From an optimization exercise on the open Yosys and OpenROAD flow, aimed at small area; shortcuts taken in it are not production practice. At most, simulation tests tie the RTL to the original design; equivalence was not proved. Power is estimated from default activity; no workload was simulated.

==> flow/design.v <==
module BCM(input clk, rst, input pre, post,
           output signed [17:0] w, r1, r2, o1);
reg  [16:0] pr1;           
reg  [16:0] pr2;           
reg         sp1, sp2;      
reg  signed [17:0] wq;
reg  [7:0]  q;             
reg  [7:0]  d1;            
reg  [12:0] m;             
reg  [12:0] dw;
reg  [2:0]  h;             
wire [16:0] tr1 = sp1 ? 17'h10000 : pr1 - {5'b0, pr1[16:5]};
wire [16:0] tr2 = sp2 ? 17'h10000 : pr2 - {4'b0, pr2[16:4]};
wire post_ok = ~(h[0] | h[1] | h[2]);
wire pre_ok  = ~h[0];
always @(posedge clk) begin
  h   <= {h[1:0], rst};
  sp1 <= rst | post;
  sp2 <= rst | pre;
  pr1 <= tr1;
  pr2 <= tr2;
  q   <= pr1[15:12] * pr2[15:12];
  d1  <= q;
  m   <= {1'b0, (post & post_ok) ? d1 : 8'd0, 4'b0}
       - {3'b0, (pre & pre_ok) ? pr1[16:7] : 10'd0};
  dw  <= m;
  if (rst | h[0] | h[1])
    wq <= 18'sd0;
  else
    wq <= wq + {{5{dw[12]}}, dw};
end
assign w  = wq;
assign r1 = {1'b0, tr1};
assign o1 = {1'b0, tr1};
assign r2 = {1'b0, tr2};
endmodule
export LEC_CHECK = 0
export CAP_MARGIN = 20
export CORE_MARGIN = 2
export CORE_UTILIZATION = 40
export CTS_BUF_LIST = sky130_fd_sc_hd__clkbuf_8
export SLEW_MARGIN = 20
create_clock -name core_clock -period 5.0 [get_ports {clk}]
run.sh (not shown) runs the stock make flow with config.mk's settings and CLKGATE_MAP_FILE= SYNTH_SCRIPT=/design/flow/synth_recipe.tcl, a recipe that flattens the netlist after the stock synthesis.
The starting point completed without violations.
Next try:
==> flow/design.v (replaced) <==
module BCM_rca #(parameter N = 8) (input [N-1:0] a, b, input ci,
                                   output [N-1:0] s, output co);
  wire [N:0] c;
  assign c[0] = ci;
  genvar i;
  generate for (i = 0; i < N; i = i + 1) begin : bit_
    assign s[i]   = a[i] ^ b[i] ^ c[i];
    assign c[i+1] = (a[i] & b[i]) | (c[i] & (a[i] ^ b[i]));
  end endgenerate
  assign co = c[N];
endmodule
module BCM(input clk, rst, input pre, post,
           output signed [17:0] w, r1, r2, o1);
reg  [16:0] pr1;           
reg  [16:0] pr2;           
reg         sp1, sp2;      
reg  [17:0] wq;
reg  [7:0]  q;             
reg  [7:0]  d1;            
reg  [12:0] m;             
reg  [12:0] dw;
reg  [2:0]  h;             
wire [16:0] dec1, dec2;
BCM_rca #(17) u_dec1 (.a(pr1), .b(~{5'b0, pr1[16:5]}), .ci(1'b1), .s(dec1), .co());
BCM_rca #(17) u_dec2 (.a(pr2), .b(~{4'b0, pr2[16:4]}), .ci(1'b1), .s(dec2), .co());
wire [16:0] tr1 = sp1 ? 17'h10000 : dec1;
wire [16:0] tr2 = sp2 ? 17'h10000 : dec2;
wire [3:0] fa = pr1[15:12];
wire [3:0] fb = pr2[15:12];
wire [3:0] t1, t2, t3;
wire       c1, c2, c3;
BCM_rca #(4) u_m1 (.a({1'b0, fa[3:1] & {3{fb[0]}}}), .b(fa & {4{fb[1]}}),
                   .ci(1'b0), .s(t1), .co(c1));
BCM_rca #(4) u_m2 (.a({c1, t1[3:1]}), .b(fa & {4{fb[2]}}),
                   .ci(1'b0), .s(t2), .co(c2));
BCM_rca #(4) u_m3 (.a({c2, t2[3:1]}), .b(fa & {4{fb[3]}}),
                   .ci(1'b0), .s(t3), .co(c3));
wire [7:0] prod = {c3, t3, t2[0], t1[0], fa[0] & fb[0]};
wire post_ok = ~(h[0] | h[1] | h[2]);
wire pre_ok  = ~h[0];
wire [7:0]  ga = (post & post_ok) ? d1 : 8'd0;
wire [9:0]  gb = (pre & pre_ok) ? pr1[16:7] : 10'd0;
wire [12:0] mdiff;
BCM_rca #(13) u_ms (.a({1'b0, ga, 4'b0}), .b(~{3'b0, gb}), .ci(1'b1),
                    .s(mdiff), .co());
wire [17:0] wsum;
BCM_rca #(18) u_wa (.a(wq), .b({{5{dw[12]}}, dw}), .ci(1'b0), .s(wsum), .co());
always @(posedge clk) begin
  h   <= {h[1:0], rst};
  sp1 <= rst | post;
  sp2 <= rst | pre;
  pr1 <= tr1;
  pr2 <= tr2;
  q   <= prod;
  d1  <= q;
  m   <= mdiff;
  dw  <= m;
  if (rst | h[0] | h[1])
    wq <= 18'd0;
  else
    wq <= wsum;
end
assign w  = wq;
assign r1 = {1'b0, tr1};
assign o1 = {1'b0, tr1};
assign r2 = {1'b0, tr2};
endmodule
Outcome:
- The new run reached the layout checks and failed them: setup timing
- clock-buffer cell count does not change
- setup slack is worse by 2.4 ns
- cell count goes down by 36%
- hold slack barely changes
- sequential power stays flat
- combinational power goes down by 35%
- clock power goes down by 4.7%
- area after synthesis goes down by 26%
- via count goes down by 50%
- first-iteration DRC count goes down by 72%
- die area goes down by 25%
- core utilization goes up by 7.5 points
- global-route usage goes down by 4.2 points
No run of this note included a check of the RTL's function; only the layout flow was run.

* * *

Another version of the RTL of BCM (not shown whole).
Size: about 340 cells after synthesis, ~100 flip-flops, about 76 I/O pins.
==> module BCM, before the edit <==
module BCM(input clk, rst, input pre, post,
           output signed [17:0] w, r1, r2, o1);
reg  [6:0]  l1;            
reg  [16:7] h1;            
reg         b1;            
reg         sp1;           
reg  [7:0]  l2;            
reg  [16:8] h2;            
reg         b2;
reg         sp2;
reg  [9:0]  wl;
reg  [17:10] wh;
reg         wc;
reg  [7:0]  q;             
reg  [7:0]  d1;            
reg  [12:0] m;             
reg  [12:0] dw;
reg  [2:0]  h;             
wire [15:7] r1h;
BCM_rca #(9) u_r1h (.a(h1[15:7]), .b(~{4'b0, h1[16:12]}), .ci(~b1), .s(r1h), .co());
wire [16:0] t1 = {sp1, sp1 ? 9'd0 : r1h, l1};
wire [6:0]  l1n;
wire        c1n;
BCM_rca #(7) u_r1l (.a(t1[6:0]), .b(~t1[11:5]), .ci(1'b1), .s(l1n), .co(c1n));
wire [15:8] r2h;
BCM_rca #(8) u_r2h (.a(h2[15:8]), .b(~{3'b0, h2[16:12]}), .ci(~b2), .s(r2h), .co());
wire [16:0] t2 = {sp2, sp2 ? 8'd0 : r2h, l2};
wire [7:0]  l2n;
wire        c2n;
BCM_rca #(8) u_r2l (.a(t2[7:0]), .b(~t2[11:4]), .ci(1'b1), .s(l2n), .co(c2n));
wire [3:0] fa = h1[15:12];
wire [3:0] fb = h2[15:12];
wire [3:0] p1, p2, p3;
wire       pc1, pc2, pc3;
BCM_rca #(4) u_m1 (.a({1'b0, fa[3:1] & {3{fb[0]}}}), .b(fa & {4{fb[1]}}),
                   .ci(1'b0), .s(p1), .co(pc1));
BCM_rca #(4) u_m2 (.a({pc1, p1[3:1]}), .b(fa & {4{fb[2]}}),
                   .ci(1'b0), .s(p2), .co(pc2));
BCM_rca #(4) u_m3 (.a({pc2, p2[3:1]}), .b(fa & {4{fb[3]}}),
                   .ci(1'b0), .s(p3), .co(pc3));
wire [7:0] prod = {pc3, p3, p2[0], p1[0], fa[0] & fb[0]};
wire post_ok = ~(h[0] | h[1] | h[2]);
wire pre_ok  = ~h[0];
wire [7:0]  ga = (post & post_ok) ? d1 : 8'd0;
wire [9:0]  gb = (pre & pre_ok) ? h1[16:7] : 10'd0;    
wire [12:0] mdiff;
assign mdiff[0] = gb[0];
assign mdiff[1] = gb[1] ^ gb[0];
assign mdiff[2] = gb[2] ^ (gb[1] | gb[0]);
assign mdiff[3] = gb[3] ^ (gb[2] | gb[1] | gb[0]);
wire        mbor = |gb[3:0];
wire [12:4] nmh;
BCM_rca #(9) u_ms (.a(~{1'b0, ga}), .b({3'b0, gb[9:4]}), .ci(mbor),
                   .s(nmh), .co());
assign mdiff[12:4] = ~nmh;
wire [9:0]  wln;
wire        wcn;
wire [17:10] whn, wout;
BCM_rca #(10) u_wl (.a(wl), .b(dw[9:0]), .ci(1'b0), .s(wln), .co(wcn));
BCM_rca #(8)  u_wh (.a(wh), .b({{5{dw[12]}}, dw[12:10]}), .ci(wc), .s(whn), .co());
BCM_rca #(8)  u_wo (.a(wh), .b(8'd0), .ci(wc), .s(wout), .co());
wire wclr = rst | h[0] | h[1];
always @(posedge clk) begin
  h   <= {h[1:0], rst};
  sp1 <= rst | post;
  sp2 <= rst | pre;
  l1  <= (rst | post) ? 7'd0 : l1n;
  l2  <= (rst | pre)  ? 8'd0 : l2n;
  h1  <= t1[16:7];
  h2  <= t2[16:8];
  b1  <= ~c1n;
  b2  <= ~c2n;
  q   <= prod;
  d1  <= q;
  m   <= mdiff;
  dw  <= m;
  if (wclr) begin
    wl <= 10'd0;
    wh <= 8'd0;
    wc <= 1'b0;
  end else begin
    wl <= wln;
    wh <= whn;
    wc <= wcn;
  end
end
assign w  = {wout, wl};
assign r1 = {1'b0, t1};
assign o1 = {1'b0, t1};
assign r2 = {1'b0, t2};
endmodule
clock: 5.0 ns
lec_check: 0
cap_margin: 20
core_margin: 2
core_utilization: 40
cts_buf_list: sky130_fd_sc_hd__clkbuf_8
slew_margin: 20
standard.sh (not shown) runs the stock make flow with config.mk's settings and CLKGATE_MAP_FILE= SYNTH_SCRIPT=/design/flow/synth_recipe.tcl, a recipe that flattens the netlist after the stock synthesis.
==> flow/flow/run.sh <==
#!/bin/bash
# Standard layout with three changes:
#  - the port buffers use the smallest buffer (sky130_fd_sc_hd__buf_1)
#    instead of the one buffer_ports picks by default;
#  - clock tree synthesis does not add dummy loads;
#  - Yosys's synth runs without its generic abc pass (-noabc), so the
#    full-adder extraction sees the adders as the RTL writes them.
# Each tool's output goes to the ORFS logs under orfs/logs, and the whole
# make output to standard.log.
set -euo pipefail
export BUFFER_PORTS_ARGS="-buffer_cell sky130_fd_sc_hd__buf_1"
export CTS_ARGS="-sink_clustering_enable -repair_clock_nets -dont_use_dummy_load -buf_list sky130_fd_sc_hd__clkbuf_8 -sink_clustering_size 30"
export SYNTH_ARGS="-noabc"
bash standard.sh > standard.log 2>&1
The first run passed the timing, DRC and antenna checks.
==> next run, changes <==
--- a/flow/design.v
+++ b/flow/design.v
@@ -12,13 +12,13 @@
 module BCM(input clk, rst, input pre, post,
            output signed [17:0] w, r1, r2, o1);
 reg  [6:0]  l1;            
 reg  [16:7] h1;            
-reg         b1;            
+reg         c1;            
 reg         sp1;           
 reg  [7:0]  l2;            
 reg  [16:8] h2;            
-reg         b2;
+reg         c2;
 reg         sp2;
 reg  [9:0]  wl;
 reg  [17:10] wh;
 reg         wc;
@@ -27,15 +27,15 @@
 reg  [12:0] m;             
 reg  [12:0] dw;
 reg  [2:0]  h;             
 wire [15:7] r1h;
-BCM_rca #(9) u_r1h (.a(h1[15:7]), .b(~{4'b0, h1[16:12]}), .ci(~b1), .s(r1h), .co());
+BCM_rca #(9) u_r1h (.a(h1[15:7]), .b(~{4'b0, h1[16:12]}), .ci(c1), .s(r1h), .co());
 wire [16:0] t1 = {sp1, sp1 ? 9'd0 : r1h, l1};
 wire [6:0]  l1n;
 wire        c1n;
 BCM_rca #(7) u_r1l (.a(t1[6:0]), .b(~t1[11:5]), .ci(1'b1), .s(l1n), .co(c1n));
 wire [15:8] r2h;
-BCM_rca #(8) u_r2h (.a(h2[15:8]), .b(~{3'b0, h2[16:12]}), .ci(~b2), .s(r2h), .co());
+BCM_rca #(8) u_r2h (.a(h2[15:8]), .b(~{3'b0, h2[16:12]}), .ci(c2), .s(r2h), .co());
 wire [16:0] t2 = {sp2, sp2 ? 8'd0 : r2h, l2};
 wire [7:0]  l2n;
 wire        c2n;
 BCM_rca #(8) u_r2l (.a(t2[7:0]), .b(~t2[11:4]), .ci(1'b1), .s(l2n), .co(c2n));
@@ -54,17 +54,10 @@
 wire pre_ok  = ~h[0];
 wire [7:0]  ga = (post & post_ok) ? d1 : 8'd0;
 wire [9:0]  gb = (pre & pre_ok) ? h1[16:7] : 10'd0;    
 wire [12:0] mdiff;
-assign mdiff[0] = gb[0];
-assign mdiff[1] = gb[1] ^ gb[0];
-assign mdiff[2] = gb[2] ^ (gb[1] | gb[0]);
-assign mdiff[3] = gb[3] ^ (gb[2] | gb[1] | gb[0]);
-wire        mbor = |gb[3:0];
-wire [12:4] nmh;
-BCM_rca #(9) u_ms (.a(~{1'b0, ga}), .b({3'b0, gb[9:4]}), .ci(mbor),
-                   .s(nmh), .co());
-assign mdiff[12:4] = ~nmh;
+BCM_rca #(13) u_ms (.a({1'b0, ga, 4'b0}), .b(~{3'b0, gb}), .ci(1'b1),
+                    .s(mdiff), .co());
 wire [9:0]  wln;
 wire        wcn;
 wire [17:10] whn, wout;
 BCM_rca #(10) u_wl (.a(wl), .b(dw[9:0]), .ci(1'b0), .s(wln), .co(wcn));
@@ -78,10 +71,10 @@
   l1  <= (rst | post) ? 7'd0 : l1n;
   l2  <= (rst | pre)  ? 8'd0 : l2n;
   h1  <= t1[16:7];
   h2  <= t2[16:8];
-  b1  <= ~c1n;
-  b2  <= ~c2n;
+  c1  <= c1n;
+  c2  <= c2n;
   q   <= prod;
   d1  <= q;
   m   <= mdiff;
   dw  <= m;
After rerunning: The changed run went through all stages and came out clean; sequential power is about the same; worst setup slack is better by 16 ps; clock skew hardly moves; die area goes up by about 0.4%; routed wire length shrinks by 2.1%; final cell count came out higher by 1.1%; combinational power came out higher by about 2.5%; hold slack stays flat; final area hardly moves; power is higher by about 0.7%; fmax grows by 0.34%; critical path depth does not change; core utilization drops by 0.13 points.

* * *

the reference run:
BCM, a different RTL version from the one above (not shown whole).
Size: ~660 cells after synthesis, about 110 flip-flops, ~76 I/O pins, ~6000 µm² of cells after synthesis.
==> module BCM, before the edit <==
module BCM(input clk, rst, input pre, post,
           output signed [17:0] w, r1, r2, o1);
reg  [16:0] tr1;           
reg  [16:0] tr2;           
reg  signed [17:0] wq;
reg  [3:0]  r2d;           
reg  [9:0]  d2;            
reg  [7:0]  q;             
reg  [7:0]  d1;            
reg  signed [12:0] m;      
reg  signed [12:0] dw;
reg  [2:0]  h;             
wire post_ok = ~(rst | h[0] | h[1] | h[2]);
wire pre_ok  = ~(rst | h[0]);
wire [16:0] tr1_dec = tr1 - {5'b0, tr1[16:5]};
wire [16:0] tr2_dec = tr2 - {4'b0, tr2[16:4]};
always @(posedge clk) begin
  h   <= {h[1:0], rst};
  r2d <= tr2[15:12];
  d2  <= tr1[16:7];
  q   <= d2[8:5] * r2d;
  d1  <= q;
  m   <= {1'b0, (post & post_ok) ? d1 : 8'd0, 4'b0}
       - {3'b0, (pre & pre_ok) ? d2 : 10'd0};
  if (rst) begin
    tr1 <= 17'h10000;
    tr2 <= 17'h10000;
    dw  <= 13'sd0;
    wq  <= 18'sd0;
  end else begin
    tr1 <= post ? 17'h10000 : tr1_dec;
    tr2 <= pre  ? 17'h10000 : tr2_dec;
    dw  <= m;
    wq  <= wq + {{5{dw[12]}}, dw};
  end
end
assign w  = wq;
assign r1 = {1'b0, tr1};
assign o1 = {1'b0, tr1};
assign r2 = {1'b0, tr2};
endmodule
==> flow/config.mk <==
export PLATFORM = sky130hd
export DESIGN_NAME = BCM
export DESIGN_NICKNAME = BCM
export VERILOG_FILES = /design/flow/design.v
export SDC_FILE = /design/flow/constraint.sdc
export NUM_CORES = 4
export LEC_CHECK = 0
export CAP_MARGIN = 20
export CORE_MARGIN = 2
export CORE_UTILIZATION = 40
export SLEW_MARGIN = 20
==> flow/constraint.sdc <==
create_clock -name core_clock -period 5.0 [get_ports {clk}]
set_input_delay 1.0000 -clock core_clock [delete_from_list [all_inputs] [get_ports {clk}]]
set_output_delay 1.0000 -clock core_clock [all_outputs]
set_load 0.01 [all_outputs]
run.sh (not shown) runs the stock make flow with config.mk's settings and CLKGATE_MAP_FILE= SYNTH_SCRIPT=/design/flow/synth_recipe.tcl, a recipe that flattens the netlist after the stock synthesis.
Stock flow here: none of the scripts above is used.
> inputs changed (the reference run -> the trial run)
==> flow/design.v <==
module BCM(input clk, rst, input pre, post,
           output signed [17:0] w, r1, r2, o1);
reg  [16:0] pr1;           
reg  [16:0] pr2;           
reg         sp1, sp2;      
reg  signed [17:0] wq;
reg  [7:0]  q;             
reg  [7:0]  d1;            
reg  [12:0] m;             
reg  [12:0] dw;
reg  [2:0]  h;             
wire [16:0] tr1 = sp1 ? 17'h10000 : pr1 - {5'b0, pr1[16:5]};
wire [16:0] tr2 = sp2 ? 17'h10000 : pr2 - {4'b0, pr2[16:4]};
wire post_ok = ~(h[0] | h[1] | h[2]);
wire pre_ok  = ~h[0];
always @(posedge clk) begin
  h   <= {h[1:0], rst};
  sp1 <= rst | post;
  sp2 <= rst | pre;
  pr1 <= tr1;
  pr2 <= tr2;
  q   <= pr1[15:12] * pr2[15:12];
  d1  <= q;
  m   <= {1'b0, (post & post_ok) ? d1 : 8'd0, 4'b0}
       - {3'b0, (pre & pre_ok) ? pr1[16:7] : 10'd0};
  dw  <= m;
  if (rst | h[0] | h[1])
    wq <= 18'sd0;
  else
    wq <= wq + {{5{dw[12]}}, dw};
end
assign w  = wq;
assign r1 = {1'b0, tr1};
assign o1 = {1'b0, tr1};
assign r2 = {1'b0, tr2};
endmodule
### Flow results
Largest net degree at the start of global routing was higher in the reference run than in the trial run. The trial run and the reference run ended up with roughly the same core utilization. Delta(sequential cell count, the trial run - the reference run) < 0. Against the reference run, count of multi-input gates in the trial run fell slightly. Between the reference run and the trial run, sequential share of layout area decreased. The reference run leaves more setup margin than the trial run. Going from the reference run to the trial run, required time at the endpoint of the critical path fell 1.24 ns, power share of the clock group went down by 1.3 points, portion of the layout cell area used by non-clock buffers climbed 0.46 points, detailed-route wire length on metal 1 shows a reduction of 180 µm, critical-path maximum fanout now sits lower. The trial run vs the reference run, endpoint of the worst setup timing path: r1[14] vs m[11]. | total die area | the trial run vs the reference run | 830 µm² lower |. In the trial run relative to the reference run, synthesized cell count had gone down by a few percent.
Function not checked in the trial run: the RTL went through the layout flow alone.

==> static timing again, ports no longer ideal <==
In the flow no input, the clock included, has a driving cell. The finished layouts below were timed again as built, in two steps.
Step 1 assumes that a clkbuf_16 drives the clock port and a buf_2 every other input.
Step 2, shift: input delay + t, output delay - t, t = (earliest + latest rising clock arrival at the registers) / 2. This alone moves slack from input paths to output paths.
Three values: ideal ports, drivers, drivers and shift; two values: the first two.
run	shift t [ns]	setup slack, ns	worst register clock-pin slew, ns
the first run of note 1	0.410	0.573 / 0.538 / 0.948	0.10 / 0.10
the second run of note 1	0.387	-1.787 / -1.819 / -1.584	0.11 / 0.11
the first run of note 2	0.366	0.262 / 0.231 / 0.343	0.09 / 0.09
the second run of note 2	0.373	0.278 / 0.246 / 0.224	0.10 / 0.10
the reference run	0.384	1.384 / 1.386 / 1.002	0.07 / 0.07
the trial run	0.383	0.628 / 0.589 / 0.972	0.07 / 0.07
The setup slack of the reference run, which loses most, moves by +0.002 ns with the drivers and by -0.382 ns with both steps.
